This design comes from an exercise in tuning for small area on the open sky130 flow, not from production work.
Function was checked by simulation only, so behaviour that the tests miss may differ from the original.
Power and IR drop assume default switching activity.

==> flow/design.v <==
`timescale 1ns / 1ps
module display_controller(
	input clk,
	input rst,
	input pix_en,
	output hSync, vSync,
	output bright,
	output reg [9:0] hCount,
	output reg [3:0] band,
	output reg [5:0] line,
	output band_step,    
	output [3:0] band_nx  
	);
	wire line_end = pix_en & (hCount == 10'd799);
	wire f_last = (band == 4'd10) && (line == 6'd24);
	assign band_step = line_end & (line == 6'd49);
	wire f_step = line_end & f_last;
	assign band_nx = f_step ? 4'd0 : band + {3'd0, band_step};
	always @(posedge clk, posedge rst)
		if (rst) begin
			hCount <= 0;
			band <= 4'd10;
			line <= 6'd10;
		end else begin
			hCount <= line_end ? 10'd0 : hCount + {9'd0, pix_en};
			line <= (band_step | f_step) ? 6'd0 : line + {5'd0, line_end};
			band <= band_nx;
		end
	assign hSync = (hCount >= 10'd96);
	assign vSync = ~((band == 4'd10) && (line[5:1] == 5'd5));
	wire v_vis = (band == 4'd0) ? (line >= 6'd20) : (band == 4'd10) ? (line == 6'd0) : 1'b1;
	assign bright = (hCount >= 10'd145) && (hCount <= 10'd784) && v_vis;
endmodule
`timescale 1ns / 1ps
module block_controller(
	input clk,
	input rst,
	input move_en,  
	input [2:0] phase,  
	input BTNC,
	input [9:0] hCount,
	input [3:0] band,
	input band_step,
	output red
	);
	localparam [2:0]
		START  = 3'd0,
		STACK  = 3'd1,
		DEB_A  = 3'd2,  
		DEB_B  = 3'd3,  
		UPDATE = 3'd4,
		CHECK  = 3'd5;
	function automatic ge10(input [9:0] a, input [9:0] b);
		integer k;
		reg g, e;
		begin
			g = 1'b0; e = 1'b1;
			for (k = 9; k >= 0; k = k - 1) begin
				g = g | (e & a[k] & ~b[k]);
				e = e & ~(a[k] ^ b[k]);
			end
			ge10 = g | e;
		end
	endfunction
	reg [2:0] state;
	reg left;
	reg [3:0] lvl;
	reg [9:0] xposL, xposR, xprevL, xprevR, curL, curR;
	reg [10:0] ring [0:7];
	reg pend;
	wire [9:0] difference = xposR - xposL;
	wire first = (lvl == 4'd9);
	wire trimL = ~ge10(xprevL, xposL);  
	wire miss = ge10(xposL, xprevR) || ge10(xprevL, xposR);
	wire done = (difference < 10) || (lvl == 4'd0);
	always @(posedge clk, posedge rst)
		if (rst)
			state <= START;
		else if (move_en)
			case (state)
				START:  if (BTNC) state <= DEB_A;
				STACK:  if (BTNC) state <= first ? DEB_A : DEB_B;
				DEB_A:  if (!BTNC) state <= STACK;
				DEB_B:  if (!BTNC) state <= UPDATE;
				UPDATE: state <= miss ? START : CHECK;
				CHECK:  state <= done ? START : STACK;
				default: state <= START;
			endcase
	always @(posedge clk)
		if (move_en)
			case (state)
				START: begin
					xposL <= 144;
					xposR <= 244;
					left <= 1'b1;
					lvl <= 4'd9;
				end
				STACK:
					if (BTNC) begin
						if (first) begin
							xprevL <= xposL;
							xprevR <= xposR;
							xposL <= 144;
							xposR <= 244;
							lvl <= 4'd8;
							left <= 1'b1;
						end
					end else if (left) begin
						if (xposR >= 783)
							left <= 1'b0;
						xposL <= xposL + 1'b1;
						xposR <= xposR + 1'b1;
					end else begin
						if (xposL <= 144)
							left <= 1'b1;
						xposL <= xposL - 1'b1;
						xposR <= xposR - 1'b1;
					end
				UPDATE:
					if (miss)
						;
					else if (trimL)
						xposR <= xprevR;
					else
						xposL <= xprevL;
				CHECK:
					if (!done) begin
						xprevL <= xposL;
						xprevR <= xposR;
						xposL <= 144;
						xposR <= 144 + difference;
						left <= 1'b1;
						lvl <= lvl - 1'b1;
					end
				default: ;
			endcase
	wire [3:0] top = lvl + 1'b1;
	wire we = (state == CHECK) && (lvl != 4'd0) && (phase == top[2:0]);
	integer i;
	always @(posedge clk) begin
		for (i = 0; i < 7; i = i + 1)
			ring[i] <= ring[i + 1];
		ring[7] <= we ? {trimL, trimL ? xprevL : xprevR} : ring[0];
	end
	wire in_mov = (band == lvl);
	wire in_low = (band > top) && (band <= 4'd9);  
	wire in_any = (band >= lvl) && (band <= 4'd9);
	wire [9:0] baseL = in_low ? curL : xprevL;
	wire [9:0] baseR = in_low ? curR : xprevR;
	wire [9:0] selL = in_mov ? xposL : baseL;
	wire [9:0] selR = in_mov ? xposR : baseR;
	assign red = in_any && ge10(hCount, selL) && ge10(selR, hCount);
	always @(posedge clk)
		if (band_step)
			pend <= (band >= top) && (band <= 4'd8);
		else if (phase == band[2:0])
			pend <= 1'b0;
	wire apply = pend && (phase == band[2:0]);
	wire os = ring[0][10];
	wire [9:0] ov = ring[0][9:0];
	always @(posedge clk) begin
		curL <= (apply && os) ? ov : baseL;
		curR <= (apply && !os) ? ov : baseR;
	end
endmodule
`timescale 1ns / 1ps
module vga_top(
	input ClkPort,
	input BtnC,
	input BtnU,
	output hSync, vSync,
	output [3:0] vgaR, vgaG, vgaB,
	output MemOE, MemWR, RamCS, QuadSpiFlashCS
	);
	wire Reset = BtnU;
	wire bright, red;
	wire [9:0] hc;
	wire [3:0] band, band_nx;
	wire [5:0] line;
	wire band_step;
	reg [7:0] div;
	always @(posedge ClkPort, posedge Reset)
		if (Reset)
			div <= 0;
		else
			div <= div + 1'b1;
	wire pix_en = (div[1:0] == 2'b11);
	wire move_en = (div == 8'h7F);
	display_controller dc(.clk(ClkPort), .rst(Reset), .pix_en(pix_en),
		.hSync(hSync), .vSync(vSync), .bright(bright), .hCount(hc),
		.band(band), .line(line), .band_step(band_step), .band_nx(band_nx));
	block_controller sc(.clk(ClkPort), .rst(Reset), .move_en(move_en), .phase(div[2:0]),
		.BTNC(BtnC), .hCount(hc), .band(band), .band_step(band_step), .red(red));
	assign vgaR = {4{bright & red}};
	assign vgaG = {4{bright & ~red}};
	assign vgaB = {4{bright & ~red}};
	assign {MemOE, MemWR, RamCS, QuadSpiFlashCS} = 4'b1111;
endmodule
==> flow/run.sh <==
#!/bin/bash
# synth_recipe.tcl (not shown) runs the flow's synth.tcl, then flattens the netlist and writes it again
# the make line also repeats each setting of config.mk as NAME=value (left out here)
make -C /OpenROAD-flow-scripts/flow DESIGN_CONFIG=/design/flow/config.mk WORK_HOME=/design/flow/orfs CLKGATE_MAP_FILE= SYNTH_SCRIPT=/design/flow/synth_recipe.tcl finish
==> flow/config.mk <==
export PLATFORM = sky130hd
export DESIGN_NAME = vga_top
export DESIGN_NICKNAME = vga_top
export VERILOG_FILES = /design/flow/design.v
export SDC_FILE = /design/flow/constraint.sdc
export NUM_CORES = 4
export LEC_CHECK = 0
export CAP_MARGIN = 20
export CORE_MARGIN = 2
export CORE_UTILIZATION = 40
export PLACE_DENSITY = 0.6
export SLEW_MARGIN = 20
==> flow/constraint.sdc <==
create_clock -name core_clock -period 10.0 [get_ports {ClkPort}]
set_input_delay 2.0000 -clock core_clock [delete_from_list [all_inputs] [get_ports {ClkPort}]]
set_output_delay 2.0000 -clock core_clock [all_outputs]
set_load 0.01 [all_outputs]
==> reports/qor.txt, run 1 <==
Outcome -> timing/DRC/antenna clean
Asr flop ratio synth -> 16.8%
Placed Cells -> 1,212
Total CTS buffers -> 17
FF+latch count, synth -> 185
Final setup margin -> 2.56 ns
Sequential-to-total area share from yosys stat -> 46.6%
Max Slew Vio Count -> 0
Htree depth -> 4
CP Capture Point -> vgaG[3]
Fin crit share -> 74.4%
Die height -> 156 um
Per-cell routed wire length -> 18.4 um
Vias in the first global route -> 6,487
Vias/cell -> 5.59
IO Count -> 21
Main synth FF type -> dfxtp_1
DRT met1 WL -> 11,100 um
Ant. Diodes -> 0
Hpwl dp -> 16,600 um
CTS tree -> yes
Vias -> 6,952
Total power -> 1.44 mW
Total GRT Usage -> 19.3%
# resized after CTS -> 0
TritonRoute pass-1 iters -> 5
Core area -> 0.0227 mm2
Finished Layout Cells -> 1,244
Total Neg Setup Slack -> 0 ns
First-pass GRT wire length -> 36,300 um
Setup bufs post-CTS -> 0
WS Path Type -> register to output port
Cell row count -> 55
R2r setup slk -> 5.88 ns
Worst Hold Class -> register to register
Chip Width -> 156 um
Met3 WL -> 1260 um
Setup WS pre-CTS -> 3.02 ns
DRC -> 0
Peak supply drop -> 0.122 mV
Mapped cell area -> 0.00928 mm2
R2R Path Start -> sc.xposR[0]$_DFFE_PP_
Achievable Freq -> 134 MHz
Leak -> 4.10 nW
Slew headroom -> 39.5%
# port buffers -> 16
Post-synth EDFFs -> 46
Max Clock Skew -> 0.00860 ns
YS warnings -> 4
Pin count of the biggest net entering global routing -> 44
Worst path slowest cell -> clkdlybuf4s50_1
Tmin final -> 7.44 ns
WL final -> 22,800 um
Initial antenna violation count -> 1
Nets -> 1,003
RD Place Congestion -> 0.937
Initial core utilization -> 40.9%
Hold_buf cts -> 0
DRT iter0 DRCs -> 675
P&R area growth vs syn -> 10.1%
CP max stage delay -> 0.64 ns
Critical Path Fanout Max -> 26
Worst-Skew Late Latency -> 0.43 ns
Routed Antenna Nets -> 0
Unrepaired setup endpoints after global routing -> false
Final Core Density -> 45.0%
Slew at the pin closest to its max-slew limit -> 0.905 ns
Cells after Synth -> 949
Top Metal Used -> met4
Clock slew at reported path FFs -> 0.08 ns
Final setup viols -> 0
Crit path launch -> sc.lvl[0]$_DFFE_PP_
Worst EP required -> 8.00 ns
Syn avg cell area -> 9.78 um2
Num Clock Sinks -> 185
Die Footprint -> 0.0244 mm2
Max_cap viols -> 0
Number of hold violations in the final report -> 0
Total global routing overflow -> 0
CP Capture Type -> output port
Crit-path cells -> inv_1 > ha_1 > inv_1 > ha_1 > nor2b_1 > o211ai_2 > a21oi_2 > buf_4 > nor2_1 > a21oi_1 > a21oi_1 > ha_1 > nor2b_1 > nand4_1 > a211oi_1 > nand4b_1 > a211oi_1 > or4bb_1 > a21oi_1 > clkdlybuf4s50_1
Setup crit start kind -> register
Share of layout cells above drive strength 1 -> 7.19%
PD cells -> 141 mW/mm2
DR WL met2 -> 9970 um
Arrival @ worst endpoint -> 5.44 ns
Reg2Reg Depth -> 14
Library cells used by synthesis -> 78
R2r endpoint -> sc.xposL[9]$_DFFE_PP_
Clk Tree Root Cell -> clkbuf_16
Clk buf depth -> 2
logic make-up (layout without fill, tap and decap cells):
| logic type | after synthesis | in the layout | synth area share (%) |
|---|---|---|---|
| simple gates | 273 | 273 | 14.5 |
| compound gates | 227 | 227 | 16.2 |
| flops | 185 | 185 | 46.6 |
| buf+inv | 109 | 116 | 5.18 |
| fa+ha+maj | 68 | 68 | 9.10 |
| xor+xnor | 67 | 67 | 6.32 |
| mux | 19 | 19 | 2.08 |
| other cells | 1 | 4 | 0.0404 |
per-layer routing:
| layer | vias to the layer above | GRT usage (%) |
|---|---|---|
| li1 | 3380 | - |
| met1 | 3333 | 27.8 |
| met2 | 199 | 29.7 |
| met3 | 40 | 3.54 |
| met4 | 0 | 5.59 |
| met5 | - | 0 |
synthesized netlist by cell type, types with 6 or more instances:
| cell | n | share of area (%) |
|---|---|---|
| a21o_1 | 8 | 0.65 |
| edfxtp_1 | 46 | 15 |
| mux2i_1 | 17 | 1.8 |
| nor2_1 | 79 | 3.2 |
| buf_2 | 6 | 0.32 |
| clkbuf_1 | 28 | 1.1 |
| nand4_1 | 13 | 0.88 |
| xor2_1 | 20 | 1.9 |
| ha_1 | 51 | 6.9 |
| nor2b_1 | 18 | 1.2 |
| o21ai_0 | 54 | 2.9 |
| o21a_1 | 10 | 0.81 |
| nand3_1 | 25 | 1.3 |
| maj3_1 | 9 | 0.97 |
| dfrtp_1 | 27 | 7.3 |
| a2111oi_0 | 7 | 0.66 |
| a31oi_1 | 19 | 1.3 |
| nand2_1 | 73 | 3.0 |
| inv_1 | 58 | 2.3 |
| xnor2_1 | 47 | 4.4 |
| a21boi_0 | 9 | 0.73 |
| o211ai_1 | 9 | 0.73 |
| a211oi_1 | 9 | 0.73 |
| buf_4 | 15 | 1.2 |
| o2111ai_1 | 6 | 0.57 |
| a21oi_1 | 48 | 2.6 |
| nor3_1 | 12 | 0.65 |
| dfxtp_1 | 108 | 23 |
| and2_1 | 8 | 0.54 |
layout by cell type, fill, tap and decap left out, drive strengths merged, types with 17 or more instances in the layout:
cell type,count
mux2i,17
xor2,20
xnor2,47
nor2b,18
dfxtp,108
nand2,73
inv,68
edfxtp,46
ha,51
dfrtp,27
nand3,25
a31oi,19
o21ai,57
clkbuf,17
a21oi,49
nor2,79
report_power, final:
group          internal, mW  total (mW)  switching [mW]
Sequential            0.763       0.763               0
Clock                 0.340       0.676           0.336
Combinational       0.00120     0.00547         0.00427
layout make-up:
| type | count | area [um2] |
|---|---|---|
| Clock buffer | 17 | 425 |
| Fill cell | 2137 | 12500 |
| Inverter | 59 | 221 |
| Multi-Input combinational cell | 658 | 4500 |
| Clock inverter | 15 | 170 |
| Tap cell | 285 | 357 |
| Timing Repair Buffer | 25 | 228 |
| Sequential cell | 185 | 4320 |
registers in the layout, indices dropped and copies added, names as in the netlist:
register   count
dc.band        4
dc.hCount     10
dc.line        6
div            8
sc.curL       10
sc.curR       10
sc.left        1
sc.lvl         4
sc.pend        1
sc.ring       88
sc.state       3
sc.xposL      10
sc.xposR      10
sc.xprevL     10
sc.xprevR     10
stage by stage:
step                      cell area (um2)  hold slack [ns]
after floorplan                      9290            0.310
after global placement               9630            0.311
after detailed placement             9630            0.312
after CTS                           10200            0.321
after global routing                10200            0.325
final                               10200            0.326
worst min-delay path by stage:
stage                     cells past startpoint  slack (ns)              startpoint                      to
after global placement                        0        0.31   sc.ring[2][9]$_DFF_P_   sc.ring[1][9]$_DFF_P_
after global routing                          0        0.33   sc.ring[4][3]$_DFF_P_   sc.ring[3][3]$_DFF_P_
after floorplan                               0        0.31   sc.ring[1][0]$_DFF_P_   sc.ring[0][0]$_DFF_P_
final                                         0        0.33  sc.ring[4][10]$_DFF_P_  sc.ring[3][10]$_DFF_P_
after detailed placement                      0        0.31   sc.ring[1][0]$_DFF_P_   sc.ring[0][0]$_DFF_P_
after CTS                                     0        0.32   sc.ring[4][3]$_DFF_P_   sc.ring[3][3]$_DFF_P_
critical path: cells and delay by family, from the launching register on:
family / cells / cell delay [ns]
compound gates: 7 / 1.23
fa+ha+maj: 3 / 0.97
buf+inv: 4 / 1.17
flops: 1 / 0.48
simple gates: 6 / 1.15
==> run 2: changes to the inputs <==
--- a/flow/design.v
+++ b/flow/design.v
@@ -11,3 +11,4 @@
 	output band_step,    
-	output [3:0] band_nx  
+	output [3:0] band_nx,  
+	output reg lp  
 	);
@@ -23,3 +24,5 @@
 			line <= 6'd10;
+			lp <= 1'b0;
 		end else begin
+			lp <= lp ^ line_end;
 			hCount <= line_end ? 10'd0 : hCount + {9'd0, pix_en};
@@ -64,2 +67,13 @@
 	endfunction
+	function automatic [9:0] step10(input [9:0] x, input dec);
+		integer k;
+		reg c;
+		begin
+			c = 1'b1;
+			for (k = 0; k < 10; k = k + 1) begin
+				step10[k] = x[k] ^ c;
+				c = c & (x[k] ^ dec);
+			end
+		end
+	endfunction
 	reg [2:0] state;
@@ -68,3 +82,3 @@
 	reg [9:0] xposL, xposR, xprevL, xprevR, curL, curR;
-	reg [10:0] ring [0:7];
+	reg [9:0] ring [0:7];
 	reg pend;
@@ -107,12 +121,7 @@
 						end
-					end else if (left) begin
-						if (xposR >= 783)
-							left <= 1'b0;
-						xposL <= xposL + 1'b1;
-						xposR <= xposR + 1'b1;
 					end else begin
-						if (xposL <= 144)
-							left <= 1'b1;
-						xposL <= xposL - 1'b1;
-						xposR <= xposR - 1'b1;
+						if (left ? (xposR >= 783) : (xposL <= 144))
+							left <= ~left;
+						xposL <= step10(xposL, ~left);
+						xposR <= step10(xposR, ~left);
 					end
@@ -142,3 +151,3 @@
 			ring[i] <= ring[i + 1];
-		ring[7] <= we ? {trimL, trimL ? xprevL : xprevR} : ring[0];
+		ring[7] <= we ? (trimL ? xprevL : xprevR) : ring[0];
 	end
@@ -158,4 +167,4 @@
 	wire apply = pend && (phase == band[2:0]);
-	wire os = ring[0][10];
-	wire [9:0] ov = ring[0][9:0];
+	wire [9:0] ov = ring[0];
+	wire os = ~ge10(ov, curR);  
 	always @(posedge clk) begin
@@ -180,3 +189,3 @@
 	wire band_step;
-	reg [7:0] div;
+	reg [1:0] div;
 	always @(posedge ClkPort, posedge Reset)
@@ -186,8 +195,9 @@
 			div <= div + 1'b1;
-	wire pix_en = (div[1:0] == 2'b11);
-	wire move_en = (div == 8'h7F);
+	wire pix_en = (div == 2'b11);
+	wire lp;
+	wire move_en = pix_en && (hc[4:0] == 5'b11111) && (hc[5] == lp);
 	display_controller dc(.clk(ClkPort), .rst(Reset), .pix_en(pix_en),
 		.hSync(hSync), .vSync(vSync), .bright(bright), .hCount(hc),
-		.band(band), .line(line), .band_step(band_step), .band_nx(band_nx));
-	block_controller sc(.clk(ClkPort), .rst(Reset), .move_en(move_en), .phase(div[2:0]),
+		.band(band), .line(line), .band_step(band_step), .band_nx(band_nx), .lp(lp));
+	block_controller sc(.clk(ClkPort), .rst(Reset), .move_en(move_en), .phase({hc[0], div}),
 		.BTNC(BtnC), .hCount(hc), .band(band), .band_step(band_step), .red(red));
--- a/flow/config.mk
+++ b/flow/config.mk
@@ -10,2 +10,5 @@
 export CORE_UTILIZATION = 40
+export CTS_BUF_LIST = sky130_fd_sc_hd__clkbuf_8
+export CTS_CLUSTER_DIAMETER = 200
+export CTS_CLUSTER_SIZE = 100
 export PLACE_DENSITY = 0.6
==> run 2 against run 1 <==
Effect of this change:
- power is 17% lower
- via count is 7.9% lower
- global-route usage is 0.60 points lower
- setup slack better by 0.31 ns
- core utilization decreased by 1.5 points
- largest power group unchanged
==> reports/qor.txt, run 2 <==
Outcome -> timing/DRC/antenna clean
Peak supply drop -> 0.0692 mV (-43%)
Initial core utilization -> 40.4% (-0.47 points)
Ant. Diodes -> 0 (unchanged)
DRT iter0 DRCs -> 498 (-26%)
Library cells used by synthesis -> 74 (-5.1%)
YS warnings -> 4 (unchanged)
Total Neg Setup Slack -> 0 ns (unchanged)
# resized after CTS -> 0 (unchanged)
Post-synth top cells -> dfxtp_1, nand2_1, nor2_1
Max FFs per register -> 80 (-9.1%)
Post-synth top area share -> 22.8% (-0.45 points)
Cells after Synth -> 900 (-5.2%)
Share of layout cells above drive strength 1 -> 8.32% (+1.1 points)
P&R area growth vs syn -> 7.78%
Met3 track demand over resource -> 3.28% (-0.26 points)
Hold_buf cts -> 0 (unchanged)
Pin count of the biggest net entering global routing -> 30 (-32%)
IO Count -> 21 (unchanged)
Total CTS buffers -> 17 (unchanged)
Post-route cell area -> 0.00945 mm2 (-7.6%)
Critical Path Fanout Max -> 15 (-42%)
Unrepaired setup endpoints after global routing -> false
Tmin final -> 7.13 ns (-0.308 ns)
Total global routing overflow -> 0 (unchanged)
WL final -> 21,100 um (-7.5%)
Final Core Density -> 43.6% (-1.5 points)
First-pass GRT wire length -> 34,300 um (-5.5%)
# port buffers -> 16 (unchanged)
Die height -> 152 um (-2.8%)
Slew headroom -> 33.4% (-6.1 points)
Setup WS pre-CTS -> 3.34 ns (+0.323 ns)
Vias in the first global route -> 6,191 (-4.6%)
Leak -> 3.70 nW (-9.7%)
Nets -> 927 (-7.6%)
Per-cell routed wire length -> 17.9 um (-2.5%)
CTS tree -> yes
GR Util met2 -> 28.3% (-1.3 points)
Die Footprint -> 0.0231 mm2 (-5.4%)
FF+latch count, synth -> 172 (-7.0%)
Number of hold violations in the final report -> 0 (unchanged)
Worst-Skew Late Latency -> 0.47 ns (+0.04 ns)
Worst EP required -> 8.00 ns (about the same)
Main synth FF type -> dfxtp_1
Clk pwr share -> 40.4% (-6.4 points)
Area contributors post-synth -> dfxtp_1, edfxtp_1, dfrtp_1
Switch Pwr -> 0.298 mW (-12%)
Most frequent cells in the layout -> dfxtp_1, nand2_1, nor2_1
Achievable Freq -> 140 MHz (+4.3%)
RD Place Congestion -> 0.942 (+0.58%)
Clock slew at reported path FFs -> 0.10 ns (+0.02 ns)
Internal Power -> 0.907 mW (-18%)
Cell row count -> 54 (-1.8%)
Most common cell after layout, fill and taps aside -> dfxtp_1
Met1 GRT Util -> 27.6% (-0.25 points)
Slew at the pin closest to its max-slew limit -> 0.997 ns (+0.0921 ns)
PD cells -> 128 mW/mm2 (-9.7%)
Post-synth EDFFs -> 46 (unchanged)
Final setup viols -> 0 (unchanged)
Initial antenna violation count -> 0 (-1)
Clk buf depth -> 2 (unchanged)
Htree depth -> 4 (unchanged)
Biggest register -> sc.ring
Max_cap viols -> 0 (unchanged)
Syn avg cell area -> 9.74 um2 (-0.45%)
Area leader, netlist -> dfxtp_1
Num Clock Sinks -> 172 (-7.0%)
DP Area -> 0.00902 mm2 (-6.3%)
Arrival @ worst endpoint -> 5.13 ns (-0.31 ns)
Combinational share of power -> 0.6% (+0.2 points)
WS Path Type -> register to output port
Asr flop ratio synth -> 15.1% (-1.6 points)
Mapped cell area -> 0.00876 mm2 (-5.6%)
CP Capture Type -> output port
Vias -> 6,400 (-7.9%)
Clk Tree Root Cell -> clkbuf_8
Setup crit start kind -> register
TritonRoute pass-1 iters -> 5 (unchanged)
Total GRT Usage -> 18.7% (-0.60 points)
Setup bufs post-CTS -> 0 (unchanged)
Sequential-to-total area share from yosys stat -> 46.1% (-0.50 points)
Max Slew Vio Count -> 0 (unchanged)
Chip Width -> 152 um (-2.8%)
Core area -> 0.0217 mm2 (-4.5%)
Seq pwr share -> 59.0% (+6.2 points)
Worst Hold Class -> register to register
Max Clock Skew -> 0.0163 ns (+0.00774 ns)
Top-count cell post-synth -> dfxtp_1
DRC -> 0 (unchanged)
Routed Antenna Nets -> 0 (unchanged)
Final setup margin -> 2.87 ns (+0.308 ns)
Grt peak-use layer -> met2
Hpwl dp -> 15,500 um (-6.7%)
Sw frac -> 24.8% (+1.2 points)
Fin crit share -> 71.3% (-3.1 points)
Total power -> 1.21 mW (-17%)
Vias/cell -> 5.42 (-3.0%)
-- run 2: worst paths after layout --
| path | start | to | slack (ns) | depth (start not counted) |
|---|---|---|---|---|
| worst max-delay path | sc.lvl[0]$_DFFE_PP_ | vgaG[0] | 2.87 | 15 |
| max in group asynchronous | BtnU | dc.band[1]$_DFF_PP1_ | 7.78 | 3 |
| min in group asynchronous | BtnU | dc.line[2]$_DFF_PP0_ | 1.76 | 2 |
| worst max register to register | sc.xposR[0]$_DFFE_PP_ | sc.xposR[5]$_DFFE_PP_ | 5.80 | 14 |
| worst min register to register | sc.ring[4][9]$_DFF_P_ | sc.ring[3][9]$_DFF_P_ | 0.33 | 0 |
| worst min-delay path | sc.ring[4][9]$_DFF_P_ | sc.ring[3][9]$_DFF_P_ | 0.33 | 0 |
-- run 2: cell families (layout without fill, tap and decap cells) --
logic type,after synthesis,in the layout,synth area share [%]
flip-flops,172,172,46.1
buffers and inverters,117,115,6.05
adder cells (fa/ha/maj),48,48,6.68
AO/OA/AOI/OAI,187,187,14.2
other,1,4,0.0428
XOR/XNOR,72,72,7.20
AND/OR/NAND/NOR,254,254,14.0
multiplexers,49,49,5.73
-- run 2: power by group through the flow --
stage               clock (mW)  sequential, mW  combinational [mW]
floorplan                    0           0.727             0.00479
global placement             0           0.727             0.00568
detailed placement           0           0.727             0.00560
CTS                      0.502           0.712             0.00563
global route             0.531           0.712             0.00764
finish                   0.487           0.711             0.00684
-- run 2: cell type report --
cell class,count,area (um2)
clock inverter,14,146
sequential,172,4040
tap,280,350
clock buffer,18,248
multi-input combinational,614,4210
timing repair buffer,21,218
inverter,62,233
fill,2079,12200
-- run 2: critical path, cell delays in order, from the launching register on --
cell             delay [ns]
edfxtp_1               0.49
inv_1                  0.13
ha_1                   0.35
inv_1                  0.06
ha_1                   0.28
nor2b_1                0.22
o21bai_4               0.13
a21oi_4                0.54
mux2_2                 0.42
mux2_2                 0.29
xnor2_1                0.12
and4_1                 0.19
a311oi_1               0.24
o21ai_0                0.15
a21oi_1                0.42
clkdlybuf4s50_1        0.64
-- run 2: metal layers --
metal | up-vias | share of wire [%]
li1 | 3124 | -
met1 | 3084 | 50
met2 | 168 | 44
met3 | 24 | 4.8
met4 | 0 | 1.7
met5 | - | 0
-- run 2: stage by stage --
stage | instances | hold WS, ns
6_report | 1181 | 0.332
5_1_grt | 1181 | 0.334
4_1_cts | 1180 | 0.329
3_5_place_dp | 1148 | 0.312
3_3_place_gp | 1148 | 0.310
2_1_floorplan | 903 | 0.310
==> run 3: changes to the inputs <==
--- a/flow/config.mk
+++ b/flow/config.mk
@@ -10,5 +10,2 @@
 export CORE_UTILIZATION = 40
-export CTS_BUF_LIST = sky130_fd_sc_hd__clkbuf_8
-export CTS_CLUSTER_DIAMETER = 200
-export CTS_CLUSTER_SIZE = 100
 export PLACE_DENSITY = 0.6
==> run 3 against run 2 <==
Effect of this change:
- register-to-register slack barely moved
- global-route usage rose by 0.078 points
- maximum frequency is 0.44% higher
- sequential power barely moved
- setup slack gained 0.031 ns
- largest power group unchanged
- still clean on timing, DRC and antenna
- via count rose by 0.33%
- clock power is 34% higher
- wire length grew 0.48%
- power increased by 14%
- die area stayed put
- clock-buffer cell count rose by 1
- flip-flop and latch count is the same
==> reports/qor.txt, run 3 <==
Nets -> 927 (unchanged)
Met3 track demand over resource -> 3.71% (+0.43 points)
Max Slew Vio Count -> 0 (unchanged)
Main synth FF type -> dfxtp_1
Grt peak-use layer -> met2
Crit path launch -> sc.lvl[0]$_DFFE_PP_
Die Footprint -> 0.0231 mm2 (unchanged)
Mapped cell area -> 0.00876 mm2 (unchanged)
Slew at the pin closest to its max-slew limit -> 1.00 ns (+0.00544 ns)
TritonRoute pass-1 iters -> 5 (unchanged)
Achievable Freq -> 141 MHz (+0.44%)
Worst Hold Class -> register to register
Sequential-to-total area share from yosys stat -> 46.1% (unchanged)
Met1 GRT Util -> 27.5% (-0.059 points)
Hold_buf cts -> 0 (unchanged)
Final setup viols -> 0 (unchanged)
CTS tree -> yes
Clk pwr share -> 47.7% (+7.3 points)
Num Clock Sinks -> 172 (unchanged)
Asr flop ratio synth -> 15.1% (unchanged)
Number of hold violations in the final report -> 0 (unchanged)
Die height -> 152 um (unchanged)
R2r setup slk -> 5.81 ns (about the same)
IO Count -> 21 (unchanged)
DRC -> 0 (unchanged)
Routed Antenna Nets -> 0 (unchanged)
Total Neg Setup Slack -> 0 ns (unchanged)
First-pass GRT wire length -> 34,400 um (+0.20%)
Arrival @ worst endpoint -> 5.10 ns (-0.03 ns)
Most common cell after layout, fill and taps aside -> dfxtp_1
WL final -> 21,200 um (+0.48%)
PD cells -> 142 mW/mm2 (+12%)
Share of layout cells above drive strength 1 -> 8.32% (unchanged)
Cells after Synth -> 900 (unchanged)
Chip Width -> 152 um (unchanged)
Clk Tree Root Cell -> clkbuf_16
Setup bufs post-CTS -> 0 (unchanged)
Initial core utilization -> 40.4% (unchanged)
Library cells used by synthesis -> 74 (unchanged)
WS Path Type -> register to output port
FF+latch count, synth -> 172 (unchanged)
Switch Pwr -> 0.318 mW (+6.7%)
Worst EP required -> 8.00 ns (about the same)
Cell row count -> 54 (unchanged)
Unrepaired setup endpoints after global routing -> false
Top-count cell post-synth -> dfxtp_1
Post-synth top cells -> dfxtp_1, nand2_1, nor2_1
Sw frac -> 23.2% (-1.6 points)
Area leader, netlist -> dfxtp_1
Max FFs per register -> 80 (unchanged)
Pin count of the biggest net entering global routing -> 30 (unchanged)
Clock slew at reported path FFs -> 0.07 ns (-0.03 ns)
Combinational share of power -> 0.5% (about the same)
Vias/cell -> 5.44 (+0.33%)
Core area -> 0.0217 mm2 (unchanged)
Total CTS buffers -> 17 (unchanged)
Most frequent cells in the layout -> dfxtp_1, nand2_1, nor2_1
# resized after CTS -> 0 (unchanged)
Outcome -> timing/DRC/antenna clean
Leak -> 3.79 nW (+2.2%)
Final Core Density -> 44.4% (+0.88 points)
Hold Crit Start -> sc.ring[4][5]$_DFF_P_
Worst-Skew Late Latency -> 0.44 ns (-0.03 ns)
Hpwl dp -> 15,500 um (unchanged)
Post-synth EDFFs -> 46 (unchanged)
Per-cell routed wire length -> 18.0 um (+0.48%)
RD Place Congestion -> 0.942 (unchanged)
CP Capture Type -> output port
Biggest register -> sc.ring
DRT iter0 DRCs -> 565 (+13%)
Htree depth -> 4 (unchanged)
# port buffers -> 16 (unchanged)
Fin crit share -> 71.0% (-0.31 points)
Syn avg cell area -> 9.74 um2 (unchanged)
Critical Path Fanout Max -> 15 (unchanged)
R2r endpoint -> sc.xposR[5]$_DFFE_PP_
R2R Path Start -> sc.xposR[0]$_DFFE_PP_
Clk buf depth -> 2 (unchanged)
Area contributors post-synth -> dfxtp_1, edfxtp_1, dfrtp_1
Slew headroom -> 33.0% (-0.36 points)
Initial antenna violation count -> 0 (unchanged)
Reg2Reg Depth -> 14 (unchanged)
P&R area growth vs syn -> 9.97%
Total global routing overflow -> 0 (unchanged)
Peak supply drop -> 0.0859 mV (+24%)
Ant. Diodes -> 0 (unchanged)
YS warnings -> 4 (unchanged)
Setup crit start kind -> register
CP Capture Point -> vgaG[0]
Internal Power -> 1.05 mW (+16%)
Vias -> 6,421 (+0.33%)
Max_cap viols -> 0 (unchanged)
Total GRT Usage -> 18.8% (+0.078 points)
Post-synth top area share -> 22.8% (unchanged)
GR Util met2 -> 28.5% (+0.13 points)
Vias in the first global route -> 6,182 (-0.15%)
Tmin final -> 7.10 ns (-0.0312 ns)
Seq pwr share -> 51.8% (-7.2 points)
Max Clock Skew -> 0.0220 ns (+0.00570 ns)
==> run 3: worst max-delay path: stages (launching register included) <==
cell and delay [ns]:
edfxtp_1 0.48, inv_1 0.13, ha_1 0.35, inv_1 0.06, ha_1 0.28, nor2b_1 0.22, o21bai_4 0.13, a21oi_4 0.54
mux2_2 0.42, mux2_2 0.29, xnor2_1 0.12, and4_1 0.19, a311oi_1 0.24, o21ai_0 0.15, a21oi_1 0.42, clkdlybuf4s50_1 0.64
==> run 3: logic make-up after synthesis <==
family                     share of synthesized area [%]
and+or+nand+nor                                     14.0
adders and majority gates                           6.68
buffers and inverters                               6.05
AOI/OAI and AO/OA                                   14.2
muxes                                               5.73
other                                             0.0428
DFF                                                 46.1
xor gates and xnor gates                            7.20
==> run 3: how the worst min path moves through the flow <==
stage / end / cells past startpoint
floorplan: sc.ring[0][0]$_DFF_P_ / 0
CTS: sc.ring[6][0]$_DFF_P_ / 0
finish: sc.ring[3][5]$_DFF_P_ / 0
global route: sc.ring[2][5]$_DFF_P_ / 0
detailed placement: sc.ring[0][9]$_DFF_P_ / 0
global placement: sc.ring[5][0]$_DFF_P_ / 0
==> run 3: area by class of cell <==
| type | count | area (um2) |
|---|---|---|
| inverter | 62 | 233 |
| clock inverter | 13 | 143 |
| sequential | 172 | 4040 |
| tap | 280 | 350 |
| multi-input combinational | 614 | 4210 |
| fill | 2051 | 12100 |
| timing repair buffer | 21 | 218 |
| clock buffer | 19 | 443 |
==> run 3: through the flow <==
step           instance area [um2]  total power [mW]  hold WS (ns)  std cells  worst slack [ns]
6_report                      9640              1.37         0.327       1181              2.90
5_1_grt                       9640              1.42         0.327       1181              2.57
4_1_cts                       9610              1.38         0.325       1180              2.87
3_5_place_dp                  9020             0.733         0.312       1148              3.34
3_3_place_gp                  9020             0.733         0.310       1148              3.45
2_1_floorplan                 8770             0.732         0.310        903              4.26
==> run 3: layer usage <==
layer	up-vias	share of wire, %
met1	3104	50
li1	3131	-
met4	0	1.5
met3	21	4.1
met2	165	44
met5	-	0
==> run 3: power by group through the flow <==
stage | registers (mW) | clock network [mW] | logic [mW]
final | 0.712 | 0.655 | 0.00683
after CTS | 0.712 | 0.667 | 0.00568
after global placement | 0.727 | 0 | 0.00568
after global routing | 0.711 | 0.699 | 0.00769
after detailed placement | 0.727 | 0 | 0.00560
after floorplan | 0.727 | 0 | 0.00479

static timing again, ports no longer ideal:
Ports are ideal in the flow. The routed layouts listed here were re-timed in OpenROAD.
Step 1 assumes that a clkbuf_16 drives the clock port and a buf_2 every other input.
Step 2 times the ports against the registers' clock, not the clock port: input delays grow and output delays shrink by t, the midpoint of the rising clock arrivals with the driver on.
a / b / c = ideal ports / drivers / drivers and shift; a / b = the first two.
run	t (ns)	setup slack, ns	hold slack, ns	latest minus earliest clock arrival (ns)	worst data-port slew with drivers (ns)
run 1	0.470	2.565 / 2.523 / 2.993	0.326 / 0.326 / 0.326	0.009 / 0.009	0.03
run 2	0.509	2.873 / 2.830 / 3.339	0.332 / 0.332 / 0.332	0.017 / 0.016	0.03
run 3	0.479	2.905 / 2.858 / 3.337	0.327 / 0.327 / 0.327	0.022 / 0.022	0.03
After both steps every run listed still meets setup and hold.
